Source: an optimization exercise on an open RTL-to-GDS flow (aim: small area and a short achievable clock period). Production flows keep margins and buffers that such runs may drop. Only simulation tests tie the RTL to the original design; equivalence was not proved. No driver is modelled on the clock port, so clocking that relies on it looks cheaper here than on a real chip.

==> flow/design.v, too long to show whole: its modules and the start of the top module <==
// module ntt_add: 93 lines
// module ntt_sub: 101 lines
// module ntt_dbl: 57 lines
// module ntt_tmul1: 413 lines
// module ntt_red21: 119 lines
// module ntt_tmul4: 221 lines
// module ntt_red1: 61 lines
// module ntt_gmul0: 529 lines
// module ntt_gmul1: 177 lines
// module ntt_gmul2: 119 lines
// module ntt_table: 15 lines
// module FNTT_FINTT_8point: 148 lines
module FNTT_FINTT_8point(
  input        clock,
  input        reset,
  input  [7:0] io_inData_0,
  input  [7:0] io_inData_1,
  input  [7:0] io_inData_2,
  input  [7:0] io_inData_3,
  input  [7:0] io_inData_4,
  input  [7:0] io_inData_5,
  input  [7:0] io_inData_6,
  input  [7:0] io_inData_7,
  input  [7:0] io_omega_0,
  input  [7:0] io_omega_1,
  input  [7:0] io_omega_2,
  input  [7:0] io_omega_3,
  input  [7:0] io_mod,
  input  [7:0] io_invN,
  input        io_mode,
  output [7:0] io_outData_0,
  output [7:0] io_outData_1,
  output [7:0] io_outData_2,
  output [7:0] io_outData_3,
  output [7:0] io_outData_4,
  output [7:0] io_outData_5,
  output [7:0] io_outData_6,
  output [7:0] io_outData_7
);
  // ...
==> flow/run.sh <==
#!/bin/bash
# synth_recipe.tcl (not shown) runs the flow's synth.tcl, then flattens the netlist and writes it again
# the make line also repeats each setting of config.mk as NAME=value (left out here)
make -C /OpenROAD-flow-scripts/flow DESIGN_CONFIG=/design/flow/config.mk WORK_HOME=/design/flow/orfs CLKGATE_MAP_FILE= SYNTH_SCRIPT=/design/flow/synth_recipe.tcl finish
==> flow/config.mk <==
export PLATFORM = sky130hd
export DESIGN_NAME = FNTT_FINTT_8point
export DESIGN_NICKNAME = FNTT_FINTT_8point
export VERILOG_FILES = /design/flow/design.v
export SDC_FILE = /design/flow/constraint.sdc
export NUM_CORES = 4
export LEC_CHECK = 0
export CAP_MARGIN = 20
export CORE_MARGIN = 2
export CORE_UTILIZATION = 40
export SLEW_MARGIN = 20
==> flow/constraint.sdc <==
create_clock -name core_clock -period 36.0 [get_ports {clock}]
set_input_delay 7.2000 -clock core_clock [delete_from_list [all_inputs] [get_ports {clock}]]
set_output_delay 7.2000 -clock core_clock [all_outputs]
set_load 0.01 [all_outputs]
==> impl_metrics.json, run 1 <==
{
  "worstPathRequired_ns": 28.80,
  "top_register": "sr",
  "gr-total-overflow": 0,
  "netlist_instances": 6608,
  "max_stage_delay_ns": 0.66,
  "r2r-start": "ab[58]",
  "met1_usage": 0.281,
  "core_area_um2": 183000,
  "cts_buffer_depth": 3,
  "clockNetworkAreaShare": 0.0452,
  "async_reset_ff_frac": 0,
  "outcome": "finished clean",
  "finalSetupViolations": 0,
  "hold_slack_ns": 0.299,
  "multi_input_cells": 4172,
  "reg2reg_slack_ns": 20.59,
  "finish.utilization": 0.447,
  "layout_commonest_cell": "fa_1",
  "fmaxAchievable_mhz": 61.8,
  "seqCellArea_um2": 19100,
  "holdCritPathClass": "register to register",
  "dominant_cells": "multi-input gates",
  "seq_area_frac_synth": 0.259,
  "firstDrtPassIters": 6,
  "nWellTaps": 2464,
  "numCtsBuffers": 105,
  "postCtsResizedCells": 0,
  "topRoutingLayerUsed": "met5",
  "min_period_ns": 16.17,
  "synth_compound_area_frac": 0.0528,
  "cts.htree.levels": 3,
  "multi_input_area_um2": 49100,
  "layout.nonclk_buf_frac": 0.0264,
  "synth_top_area_cell": "fa_1"
}
==> run 2: changes to the inputs <==
==> flow/flow/run.sh (new file) <==
#!/bin/bash
# Layout flow: the standard synthesis; then the inverters that Yosys left
# around full-adder cells are folded into the adders' polarity (flow/invopt.py,
# a full adder is self-dual); then the standard ORFS steps, with buf_2 port
# buffers.  Each tool's output goes to its own log file in this folder.
set -euo pipefail
R=orfs/results/${FLOW_PLATFORM}/FNTT_FINTT_8point/base
bash standard.sh synth > synth.log 2>&1
cp "$R/1_2_yosys.v" 1_2_yosys_standard.v
if ! python3 flow/invopt.py 1_2_yosys_standard.v 1_2_yosys_invopt.v > invopt.log 2>&1; then
  cp 1_2_yosys_standard.v 1_2_yosys_invopt.v
fi
cp 1_2_yosys_invopt.v "$R/1_2_yosys.v"
touch "$R/1_2_yosys.v"
bash standard.sh 'BUFFER_PORTS_ARGS=-buffer_cell sky130_fd_sc_hd__buf_2' finish > layout.log 2>&1
==> flow/flow/invopt.py (new file) <==
#!/usr/bin/env python3
"""Remove inverters around full-adder cells by flipping the adders' polarity.

A full adder is self-dual: FA(~a, ~b, ~c) = (~s, ~co).  The script collapses the
inverters of a flat gate-level netlist into (root net, polarity) requirements,
picks for each sky130 fa cell whether it computes on complemented values so that
as few roots as possible are needed in both polarities, and writes the netlist
back with one inverter per root that still needs its complement.
usage: invopt.py in.v out.v
"""
import re, sys, random

src = open(sys.argv[1]).read()
m = re.search(r'\bmodule\s+(\w+)', src)
head_end = src.index(';', m.end()) + 1
body = src[head_end:src.rindex('endmodule')]

inst_re = re.compile(r'(sky130_fd_sc_hd__\w+)\s+(\\?\S+)\s*\((.*?)\);', re.S)
pin_re = re.compile(r'\.(\w+)\(\s*(.*?)\s*\)\s*(?:,|$)', re.S)
decls, insts, assigns = [], [], []
pos = 0
for stmt in re.split(r';', body):
    s = stmt.strip()
    if not s:
        continue
    if s.startswith(('wire', 'input', 'output', 'reg')):
        decls.append(s + ' ;')
    elif s.startswith('assign'):
        assigns.append(s + ' ;')
    else:
        mm = re.match(r'(sky130_fd_sc_hd__\w+)\s+(\\?\S+)\s*\((.*)\)\s*$', s, re.S)
        if not mm:
            raise SystemExit('cannot parse: ' + s[:200])
        pins = dict((p, n.strip()) for p, n in re.findall(r'\.(\w+)\(\s*([^()]*?)\s*\)', mm.group(3)))
        insts.append([mm.group(1), mm.group(2), pins])

OUTPINS = {'X', 'Y', 'Q', 'Q_N', 'SUM', 'COUT', 'HI', 'LO'}
isinv = lambda t: re.match(r'sky130_fd_sc_hd__(inv|clkinv)_\d+$', t) is not None
isfa = lambda t: re.match(r'sky130_fd_sc_hd__fa_\d+$', t) is not None

inv_of = {}          # inverter output net -> input net
for t, n, p in insts:
    if isinv(t):
        inv_of[p['Y']] = p['A']
keep = set()
for a in assigns:
    keep.update(re.findall(r'[\\\w\[\]\.$]+', a.split('=', 1)[1]))
    keep.update(re.findall(r'[\\\w\[\]\.$]+', a.split('=', 1)[0].replace('assign', '')))
ports = set()
for d in decls:
    if d.startswith(('input', 'output')):
        mm = re.match(r'(input|output)\s*(\[(\d+):(\d+)\])?\s*(\S+)\s*;', d)
        nm = mm.group(5)
        if mm.group(2):
            hi, lo = int(mm.group(3)), int(mm.group(4))
            for i in range(min(hi, lo), max(hi, lo) + 1):
                ports.add('%s[%d]' % (nm, i))
        else:
            ports.add(nm)

def root(net):
    pol = 0
    while net in inv_of and net not in ports:
        net = inv_of[net]; pol ^= 1
    return net, pol

# consumers: (root, pol, fa_index or None)
fa_idx = [i for i, (t, n, p) in enumerate(insts) if isfa(t)]
fa_pos = {i: k for k, i in enumerate(fa_idx)}
uses = {}            # root -> list of (pol, fa k or -1)
drv_fa = {}          # root net -> fa k
for i, (t, n, p) in enumerate(insts):
    if isinv(t):
        continue
    for pin, net in p.items():
        if pin in OUTPINS:
            if isfa(t):
                drv_fa[net] = fa_pos[i]
            continue
        r, pol = root(net)
        uses.setdefault(r, []).append((pol, fa_pos[i] if isfa(t) else -1))
# ports and assign reads that are inverter outputs need their polarity too
for net in set(ports) | set(keep):
    r, pol = root(net)
    uses.setdefault(r, []).append((pol, -1))

flip = [0] * len(fa_idx)
fa_roots = [[] for _ in fa_idx]
for r, lst in uses.items():
    for pol, k in lst:
        if k >= 0 and r not in fa_roots[k]:
            fa_roots[k].append(r)
for r, k in drv_fa.items():
    if r not in fa_roots[k]:
        fa_roots[k].append(r)

def cost(r):
    have = flip[drv_fa[r]] if r in drv_fa else 0
    need = set((pol ^ (flip[k] if k >= 0 else 0)) for pol, k in uses.get(r, []))
    return 1 if (1 - have) in need else 0

total = sum(cost(r) for r in uses)
print('inverters before: %d, needed with no flips: %d' % (len(inv_of), total))
random.seed(1)
improved = True
it = 0
while improved and it < 50:
    improved = False; it += 1
    order = list(range(len(fa_idx))); random.shuffle(order)
    for k in order:
        rs = fa_roots[k]
        before = sum(cost(r) for r in rs)
        flip[k] ^= 1
        after = sum(cost(r) for r in rs)
        if after < before:
            improved = True
        elif after == before and random.random() < 0.3:
            pass
        else:
            flip[k] ^= 1
total = sum(cost(r) for r in uses)
print('needed after flips: %d (%d flipped)' % (total, sum(flip)))

# rebuild
comp = {}
newinsts = []
cnt = [0]
def complement(r):
    if r not in comp:
        cnt[0] += 1
        comp[r] = 'ipo_n%d' % cnt[0]
        newinsts.append(('sky130_fd_sc_hd__inv_1', 'ipo_i%d' % cnt[0], {'A': r, 'Y': comp[r]}))
    return comp[r]

def source(r, want):
    """net carrying root r's true value xor want"""
    have = flip[drv_fa[r]] if r in drv_fa else 0
    return r if have == want else complement(r)

def esc(x):
    return x + ' ' if x.startswith('\\') else x

out = []
for i, (t, n, p) in enumerate(insts):
    if isinv(t):
        y = p['Y']
        if y in ports or y in keep:
            r, pol = root(y)
            # drive the kept net from the right polarity with a buffer-free inverter
            have = flip[drv_fa[r]] if r in drv_fa else 0
            if have == pol:
                raise SystemExit('kept inverter output would need a buffer: %s' % y)
            out.append((t, n, {'A': r, 'Y': y}))
        continue
    q = dict(p)
    f = flip[fa_pos[i]] if isfa(t) else 0
    for pin, net in p.items():
        if pin in OUTPINS:
            continue
        r, pol = root(net)
        q[pin] = source(r, pol ^ f)
    out.append((t, n, q))
out += newinsts
used = set()
for t, n, p in out:
    used.update(p.values())
L = [src[:head_end]]
for d in decls:
    L.append('  ' + d)
for nm in sorted(comp.values()):
    L.append('  wire %s;' % nm)
for t, n, p in out:
    L.append('  %s %s (%s);' % (t, esc(n), ', '.join('.%s(%s)' % (a, esc(b)) for a, b in p.items())))
for a in assigns:
    L.append('  ' + a)
L.append('endmodule')
open(sys.argv[2], 'w').write('\n'.join(L) + '\n')
print('inverters after: %d' % sum(1 for t, n, p in out if isinv(t)))
==> flow/standard.sh (new file) <==
#!/bin/bash
# synth_recipe.tcl (not shown) runs the flow's synth.tcl, then flattens the netlist and writes it again
# the make line also repeats each setting of config.mk as NAME=value (left out here)
make -C /OpenROAD-flow-scripts/flow DESIGN_CONFIG=/design/flow/config.mk WORK_HOME=/design/flow/orfs CLKGATE_MAP_FILE= SYNTH_SCRIPT=/design/flow/synth_recipe.tcl "${@:-finish}"
--- a/flow/config.mk
+++ b/flow/config.mk
@@ -8,4 +8,6 @@
 export CAP_MARGIN = 20
 export CORE_MARGIN = 2
 export CORE_UTILIZATION = 40
+export CTS_CLUSTER_DIAMETER = 120
+export CTS_CLUSTER_SIZE = 20
 export SLEW_MARGIN = 20
removed: flow/run.sh
==> run 2 against run 1 <==
Compared with the run above:
- critical path type unchanged
- synthesized cell count is 7.3% lower
- critical endpoint is now io_outData_2[6]
- largest cell class unchanged
- first-iteration DRC count is 9.0% higher
- hold slack better by 0.0047 ns
- highest routed layer unchanged
==> impl_metrics.json, run 2 <==
{
  "grt_pass1_wl_um": 303000,
  "antenna_found_initial": 10,
  "drtIter0Drc": 3469,
  "final_cells": 8553,
  "worst_pin_slew_ns": 1.23,
  "cp.arrival_ns": 8.67,
  "numCtsBuffers": 57,
  "outcome": "finished clean",
  "final_max_slew_viol_count": 0,
  "totalWireLength_um": 200000,
  "firstDrtPassIters": 6,
  "min_to": "d4[1]",
  "r2r-end": "k3a[12]",
  "fin_nets": 7917,
  "reg2reg_depth": 43,
  "dp_hpwl_um": 154000,
  "die_w_um": 428,
  "rsz0062_at_grt": "false",
  "finalSetupViolations": 0,
  "vias": 44400,
  "fmaxAchievable_mhz": 63.0,
  "cts_tree": "done",
  "fin_tns_setup_ns": 0,
  "post-route-period-util": 0.441,
  "start_util": 0.403,
  "nFillCells": 16700,
  "placed_cells": 8475,
  "netlist_area_um2": 72000,
  "cts.htree.levels": 2,
  "worstPathRequired_ns": 28.80,
  "hp-start": "d3[1]",
  "holdCritPathClass": "register to register",
  "critPathMaxFanout": 64,
  "max-cap-violations": 0,
  "start_kind": "primary input",
  "die_area_um2": 183000,
  "rows": 155,
  "crit_path_end_kind": "output port",
  "chipHeight_um": 428,
  "cts_buffer_depth": 3,
  "grt_max_degree": 65,
  "hold_buffers": 0,
  "core_area_um2": 179000,
  "min_period_ns": 15.87,
  "crit_type": "primary input to output port",
  "clock_sink_count": 954,
  "postCtsResizedCells": 0,
  "io_pins": 179,
  "top_register": "sr",
  "drc": 0,
  "min_path_cells": 0,
  "post_cts_buffers": 0,
  "ant_nets": 0,
  "postSynthAreaPerCell_um2": 11.8,
  "grt.total_usage": 0.222,
  "grt_pass1_vias": 47900,
  "clk_pin_slew_ns": 0.09,
  "portBuffers": 177,
  "finalHoldViolCount": 0,
  "r2r-start": "ab[58]",
  "fin_worst_skew_ns": 0.0437,
  "cts_root_buffer": "clkbuf_16",
  "synth_nets": 7863,
  "largest_reg_flops": 72,
  "netlist_instances": 6125,
  "reg2reg_slack_ns": 20.49,
  "layout_common_cells": "fa_1 (1463), dfxtp_1 (946), inv_1 (774), nand2_1 (536), mux2_2 (469)",
  "layout_commonest_cell": "fa_1",
  "gr-total-overflow": 0,
  "via_per_inst": 5.19,
  "gp_congestion": 0.938,
  "yosys_warnings": 2,
  "drive_gt1_frac": 0.132,
  "wl_per_cell_um": 23.4,
  "area_delta_synth_final_pct": 6.92,
  "clock_latency_ns": 0.73,
  "relSlewSlack": 0.183
}
run 2: final cells by class:
| cell class | instances | area [um^2] | share of cell area |
|---|---|---|---|
| Inverter | 780 | 2960 | 0.0384 |
| Tap cell | 2355 | 2950 | 0.0383 |
| Clock buffer | 61 | 1460 | 0.0190 |
| Timing Repair Buffer | 214 | 1230 | 0.0160 |
| Clock inverter | 14 | 165 | 0.00215 |
| Multi-Input combinational cell | 4172 | 49100 | 0.638 |
| Antenna cell | 3 | 7.51 | 0.0000975 |
| Sequential cell | 954 | 19100 | 0.248 |
run 2: per-stage QoR:
step / utilization / hold slack [ns] / setup slack, ns / instance area [um^2]
2_1_floorplan: - / 0.310 / 20.47 / 72000
3_3_place_gp: 0.422 / 0.310 / 20.12 / 75300
3_5_place_dp: 0.422 / 0.312 / 20.11 / 75300
4_1_cts: 0.431 / 0.300 / 20.10 / 76900
5_1_grt: 0.431 / 0.302 / 19.61 / 77000
6_report: 0.431 / 0.303 / 20.13 / 77000
run 2: how the worst max path moves through the flow:
| stage | from | endpoint | slack, ns | cells after the start |
|---|---|---|---|---|
| 6_report | io_mode | io_outData_2[6] | 20.13 | 3 |
| 5_1_grt | ab[42] | k1a[6] | 19.61 | 43 |
| 4_1_cts | io_mode | io_outData_2[6] | 20.10 | 3 |
| 3_5_place_dp | io_mode | io_outData_2[6] | 20.11 | 3 |
| 3_3_place_gp | io_mode | io_outData_2[6] | 20.12 | 3 |
| 2_1_floorplan | m[1] | k1b[3] | 20.47 | 39 |
run 2: routing by layer:
layer | wire length [um] | vias to the layer above | GRT usage
met1 | 81900 | 23100 | 0.290
met3 | 13000 | 345 | 0.0378
met5 | 76 | - | 0
li1 | - | 19500 | -
met4 | 7980 | 12 | 0.0784
met2 | 97400 | 1433 | 0.373
run 2: worst max-delay path, stage by stage:
cell	delay, ns
buf_4	0.72
mux2_2	0.53
buf_2	0.17
==> run 3: changes to the inputs <==
==> flow/flow/run.sh (replaced) <==
#!/bin/bash
# Layout flow: the standard synthesis; then the inverters that Yosys left
# around full-adder cells are folded into the adders' polarity (flow/invopt.py,
# a full adder is self-dual); then the standard ORFS steps, with buf_2 port
# buffers and a buf_16 on the io_mode port (flow/mode_buf.tcl, before CTS).
# Each tool's output goes to its own log file in this folder.
set -euo pipefail
R=orfs/results/${FLOW_PLATFORM}/FNTT_FINTT_8point/base
bash standard.sh synth > synth.log 2>&1
cp "$R/1_2_yosys.v" 1_2_yosys_standard.v
if ! python3 flow/invopt.py 1_2_yosys_standard.v 1_2_yosys_invopt.v > invopt.log 2>&1; then
  cp 1_2_yosys_standard.v 1_2_yosys_invopt.v
fi
cp 1_2_yosys_invopt.v "$R/1_2_yosys.v"
touch "$R/1_2_yosys.v"
bash standard.sh 'BUFFER_PORTS_ARGS=-buffer_cell sky130_fd_sc_hd__buf_2' "PRE_CTS_TCL=$PWD/flow/mode_buf.tcl" finish > layout.log 2>&1
==> flow/flow/mode_buf.tcl (new file) <==
# io_mode selects all 64 output multiplexers in the same cycle; drive that net
# from a strong port buffer instead of the small one buffer_ports put there.
set block [ord::get_db_block]
set net [[$block findBTerm io_mode] getNet]
foreach it [$net getITerms] {
  set inst [$it getInst]
  if {[string match sky130_fd_sc_hd__buf_* [[$inst getMaster] getName]]} {
    puts "mode_buf.tcl: [$inst getName] -> sky130_fd_sc_hd__buf_16"
    replace_cell [$inst getName] sky130_fd_sc_hd__buf_16
  }
}
==> run 3 against run 2 <==
Compared with the run above:
- critical path depth grew 40
- via count shrank 0.12%
- area after synthesis is the same
- maximum frequency grew 2.3%
- sequential share of layout area is essentially flat
- clock skew is essentially flat
- final cell count is essentially flat
- utilization is essentially flat
- global-route usage is essentially flat
- critical endpoint is now k3a[12]
==> impl_metrics.json, run 3 <==
{
  "placed_cells": 8475,
  "cp.arrival_ns": 16.10,
  "postCtsResizedCells": 0,
  "drtIter0Drc": 3423,
  "max-cap-violations": 0,
  "netlist_area_um2": 72000,
  "cp_common_cell": "fa_1",
  "numCtsBuffers": 57,
  "outcome": "finished clean",
  "critPathMaxFanout": 16,
  "fmaxAchievable_mhz": 64.4,
  "fin_nets": 7917,
  "relSlewSlack": 0.191,
  "die_w_um": 428,
  "layout_common_cells": "fa_1 (1463), dfxtp_1 (946), inv_1 (774), nand2_1 (536), mux2_2 (469)",
  "postSynthAreaPerCell_um2": 11.8,
  "hold_buffers": 0,
  "layout_commonest_cell": "fa_1",
  "yosys_warnings": 2,
  "area_delta_synth_final_pct": 6.94,
  "gp_congestion": 0.938,
  "vias": 44400,
  "finalSetupViolations": 0,
  "multi_input_area_um2": 49100,
  "finish.utilization": 0.431,
  "drc": 0,
  "top_register": "sr",
  "rsz0062_at_grt": "false",
  "max_stage_delay_ns": 0.59,
  "core_area_um2": 179000,
  "holdCritPathClass": "register to register",
  "largest_reg_flops": 72,
  "final_cells": 8551,
  "worstPathRequired_ns": 36.58,
  "clock_sink_count": 954,
  "hold_slack_ns": 0.301,
  "portBuffers": 177,
  "final_max_slew_viol_count": 0,
  "start_kind": "register",
  "chipHeight_um": 428,
  "grt_pass1_vias": 47900,
  "min_period_ns": 15.52,
  "worst_slack_ns": 20.48,
  "io_pins": 179,
  "grt.total_usage": 0.222,
  "clk_pin_slew_ns": 0.09,
  "dp_hpwl_um": 154000,
  "firstDrtPassIters": 7,
  "finalHoldViolCount": 0,
  "grt_max_degree": 65,
  "nFillCells": 16700,
  "crit_type": "register to register",
  "ant_nets": 0,
  "via_per_inst": 5.19,
  "synth_nets": 7863,
  "seqCellArea_um2": 19100,
  "cts_tree": "done",
  "worst_pin_slew_ns": 1.21,
  "die_area_um2": 183000,
  "drive_gt1_frac": 0.132,
  "netlist_instances": 6125,
  "start_util": 0.403,
  "gr-total-overflow": 0,
  "wl_per_cell_um": 23.4,
  "crit_path_end_kind": "register",
  "grt_pass1_wl_um": 303000,
  "fin_tns_setup_ns": 0,
  "fin_worst_skew_ns": 0.0433,
  "dpl_worst_slack_ns": 20.11,
  "clock_latency_ns": 0.73,
  "antenna_found_initial": 10,
  "rows": 155,
  "post-route-period-util": 0.431,
  "totalWireLength_um": 200000,
  "cp_slowest_cell": "fa_1",
  "post_cts_buffers": 0
}
[run 3: cell count changes in the layout (fill, tap and decap cells not counted), sizes merged]
cell and change:
diode -2
[run 3: area by class of cell]
class | count | area share
Multi-Input combinational cell | 4172 | 0.638
Sequential cell | 954 | 0.248
Inverter | 780 | 0.0384
Tap cell | 2355 | 0.0383
Clock buffer | 61 | 0.0190
Timing Repair Buffer | 214 | 0.0162
Clock inverter | 14 | 0.00215
Antenna cell | 1 | 0.0000325
[run 3: path summary, 6_finish.rpt]
kind	start	to	slack [ns]	cells after the start
worst min register to register	aa7[20]	aa8[20]	0.30	0
worst max-delay path	ab[58]	k3a[12]	20.48	43
worst min-delay path	aa7[20]	aa8[20]	0.30	0
worst max register to register	ab[58]	k3a[12]	20.48	43
[run 3: layer usage]
layer | vias to the layer above | GRT usage | share of wire
met4 | 12 | 0.0784 | 0.039
li1 | 19500 | - | -
met3 | 324 | 0.0378 | 0.067
met2 | 1392 | 0.373 | 0.49
met5 | - | 0 | 0.00038
met1 | 23200 | 0.290 | 0.41
[run 3: through the flow]
| stage | cell area (um^2) |
|---|---|
| 2_1_floorplan | 72000 |
| 3_3_place_gp | 75300 |
| 3_5_place_dp | 75300 |
| 4_1_cts | 77000 |
| 5_1_grt | 77000 |
| 6_report | 77000 |
[run 3: critical path, delay by kind of cell (launching register included)]
| family | cells | cell delay [ns] |
|---|---|---|
| DFF | 1 | 0.41 |
| and+or+nand+nor | 5 | 1.45 |
| adders and majority gates | 29 | 11.77 |
| buffers and inverters | 3 | 0.30 |
| AOI/OAI and AO/OA | 5 | 1.27 |
| muxes | 1 | 0.17 |
==> run 4: changes to the inputs <==
--- a/flow/flow/run.sh
+++ b/flow/flow/run.sh
@@ -2,7 +2,7 @@
 # Layout flow: the standard synthesis; then the inverters that Yosys left
 # around full-adder cells are folded into the adders' polarity (flow/invopt.py,
 # a full adder is self-dual); then the standard ORFS steps, with buf_2 port
-# buffers and a buf_16 on the io_mode port (flow/mode_buf.tcl, before CTS).
+# buffers and buf_16 buffers on the io_mode net (flow/mode_buf.tcl, before CTS).
 # Each tool's output goes to its own log file in this folder.
 set -euo pipefail
 R=orfs/results/${FLOW_PLATFORM}/FNTT_FINTT_8point/base
==> flow/flow/mode_buf.tcl (replaced) <==
# io_mode selects all 64 output multiplexers in the same cycle; drive that net
# from strong buffers: every buffer between the io_mode port and the
# multiplexers becomes a buf_16.
set block [ord::get_db_block]
set nets [list [[$block findBTerm io_mode] getNet]]
set seen {}
while {[llength $nets]} {
  set net [lindex $nets 0]
  set nets [lrange $nets 1 end]
  foreach it [$net getITerms] {
    if {![$it isInputSignal]} continue
    set inst [$it getInst]
    set name [$inst getName]
    set m [[$inst getMaster] getName]
    if {![regexp {^sky130_fd_sc_hd__(clk)?buf_[0-9]+$} $m] || [lsearch $seen $name] >= 0} continue
    lappend seen $name
    if {$m ne "sky130_fd_sc_hd__buf_16"} {
      puts "mode_buf.tcl: $name $m -> sky130_fd_sc_hd__buf_16"
      replace_cell $name sky130_fd_sc_hd__buf_16
    }
    foreach ot [$inst getITerms] {
      if {[$ot isOutputSignal] && [$ot getNet] ne "NULL"} { lappend nets [$ot getNet] }
    }
  }
}
--- a/flow/config.mk
+++ b/flow/config.mk
@@ -8,6 +8,7 @@
 export CAP_MARGIN = 20
 export CORE_MARGIN = 2
 export CORE_UTILIZATION = 40
-export CTS_CLUSTER_DIAMETER = 120
-export CTS_CLUSTER_SIZE = 20
+export CTS_BUF_LIST = sky130_fd_sc_hd__clkbuf_8
+export CTS_CLUSTER_DIAMETER = 100
+export CTS_CLUSTER_SIZE = 16
 export SLEW_MARGIN = 20
==> run 4 against run 3 <==
Compared with the run above:
- first-iteration DRC count rose by 3.2%
- maximum frequency rose by 0.14%
- wire length rose by 0.25%
- setup slack improved by 0.021 ns
- still clean
==> impl_metrics.json, run 4 <==
{
  "die_w_um": 428,
  "via_per_inst": 5.18,
  "crit_start": "ab[58]",
  "drive_gt1_frac": 0.135,
  "cp_common_cell": "fa_1",
  "post_cts_buffers": 0,
  "cp.arrival_ns": 16.19,
  "critical_path.top_delay_family": "adder cells",
  "largest_reg_flops": 72,
  "outcome": "finished clean",
  "wirelength_met1_um": 81000,
  "critPathMaxFanout": 16,
  "grt.total_usage": 0.223,
  "nFillCells": 16700,
  "layout_common_cells": "fa_1 (1463), dfxtp_1 (946), inv_1 (778), nand2_1 (536), mux2_2 (469)",
  "start_util": 0.403,
  "fin_worst_skew_ns": 0.0798,
  "grt_max_degree": 65,
  "max-cap-violations": 0,
  "chipHeight_um": 428,
  "wl_met2_um": 98000,
  "die_area_um2": 183000,
  "gp_congestion": 0.938,
  "crit_type": "register to register",
  "vias": 44500,
  "final_max_slew_viol_count": 0,
  "io_pins": 179,
  "layout_commonest_cell": "fa_1",
  "clk_pin_slew_ns": 0.12,
  "rsz0062_at_grt": "false",
  "worst_slack_ns": 20.50,
  "postSynthAreaPerCell_um2": 11.8,
  "finalHoldViolCount": 0,
  "numCtsBuffers": 74,
  "netlist_instances": 6125,
  "top_register": "sr",
  "fin_tns_setup_ns": 0,
  "start_kind": "register",
  "clock_latency_ns": 0.85,
  "wl_met3_um": 14000,
  "holdCritPathClass": "register to register",
  "min_period_ns": 15.50,
  "dpl_worst_slack_ns": 20.11,
  "fin_nets": 7934,
  "grt_pass1_vias": 48000,
  "cp_slowest_cell": "fa_1",
  "critPathBufInv": 3,
  "firstDrtPassIters": 9,
  "relSlewSlack": 0.266,
  "post-route-period-util": 0.430,
  "reg2reg_slack_ns": 20.50,
  "yosys_warnings": 2,
  "fmaxAchievable_mhz": 64.5,
  "portBuffers": 177,
  "hold_buffers": 0,
  "area_delta_synth_final_pct": 6.49,
  "totalWireLength_um": 201000,
  "drc": 0,
  "gr-total-overflow": 0,
  "dp_hpwl_um": 154000,
  "topRoutingLayerUsed": "met5",
  "finalSetupViolations": 0,
  "r2r-start": "ab[58]",
  "hp-start": "bb7[9]",
  "rows": 155,
  "worst_pin_slew_ns": 1.10,
  "grt_pass1_wl_um": 303000,
  "min_path_cells": 0,
  "ant_nets": 0,
  "max_stage_delay_ns": 0.59,
  "synth_nets": 7863,
  "wl_per_cell_um": 23.4,
  "netlist_area_um2": 72000,
  "r2r-end": "k3a[12]",
  "crit_path_end_kind": "register",
  "clock_sink_count": 954,
  "antenna_found_initial": 13,
  "postCtsResizedCells": 0,
  "cts_tree": "done",
  "drtIter0Drc": 3531,
  "finish.utilization": 0.429,
  "reg2reg_depth": 43,
  "core_area_um2": 179000,
  "min_to": "bb8[9]",
  "worstPathRequired_ns": 36.69
}
[run 4: area by class of cell]
| class | instances | area, um^2 | share of cell area |
|---|---|---|---|
| Multi-Input combinational cell | 4172 | 49100 | 0.640 |
| Sequential cell | 954 | 19100 | 0.249 |
| Inverter | 780 | 2960 | 0.0386 |
| Tap cell | 2355 | 2950 | 0.0384 |
| Timing Repair Buffer | 214 | 1250 | 0.0163 |
| Clock buffer | 75 | 1030 | 0.0135 |
| Clock inverter | 20 | 251 | 0.00328 |
| Antenna cell | 8 | 20.0 | 0.000261 |
[run 4: worst max path at each step]
stage                            to  slack, ns  cells after the start
global route                k1a[12]      19.61                     43
detailed placement  io_outData_2[6]      20.11                      3
finish                      k3a[12]      20.50                     43
CTS                         k1a[12]      20.45                     43
floorplan                    k1b[3]      20.47                     39
global placement    io_outData_2[6]      20.12                      3
[run 4: through the flow]
step | hold slack, ns | cells | area [um^2]
final | 0.287 | 8578 | 76700
after global placement | 0.310 | 8475 | 75300
after global routing | 0.312 | 8575 | 76600
after CTS | 0.292 | 8570 | 76600
after floorplan | 0.310 | 6125 | 72000
after detailed placement | 0.312 | 8475 | 75300
[run 4: metal layers]
layer / global-route usage / vias up
met5: 0 / -
met4: 0.0763 / 12
met3: 0.0404 / 347
met2: 0.375 / 1442
met1: 0.291 / 23200
li1: - / 19500

[what the ideal ports hide]
No port has a modelled driver above. Below, the same layouts with a new extraction and two added sets of constraints. Step 1, drivers: a clkbuf_16 drives clock and a buf_2 each remaining input, both assumed. Step 2, shift: input delay + t, output delay - t, t = (earliest + latest rising clock arrival at the registers) / 2. This alone moves slack from input paths to output paths. a / b / c = ideal / step 1 / step 2; a / b = the first two.
| run | shift t [ns] | slack for setup (ns) | worst setup path at the end | slew at the worst register clock pin (ns) | pins driven straight from the clock port |
|---|---|---|---|---|---|
| run 1 | 0.813 | 19.830 / 19.804 / 19.804 | input to output | 0.07 / 0.07 | 1 |
| run 2 | 0.792 | 20.133 / 20.017 / 20.017 | input to output | 0.09 / 0.09 | 1 |
| run 3 | 0.791 | 20.483 / 20.447 / 20.447 | input to output | 0.09 / 0.09 | 1 |
| run 4 | 0.887 | 20.504 / 20.439 / 20.439 | input to output | 0.12 / 0.12 | 1 |
After both steps every run listed still meets setup and hold. The setup slack of run 2, which loses most, moves by -0.116 ns with the drivers and by -0.116 ns with both steps.
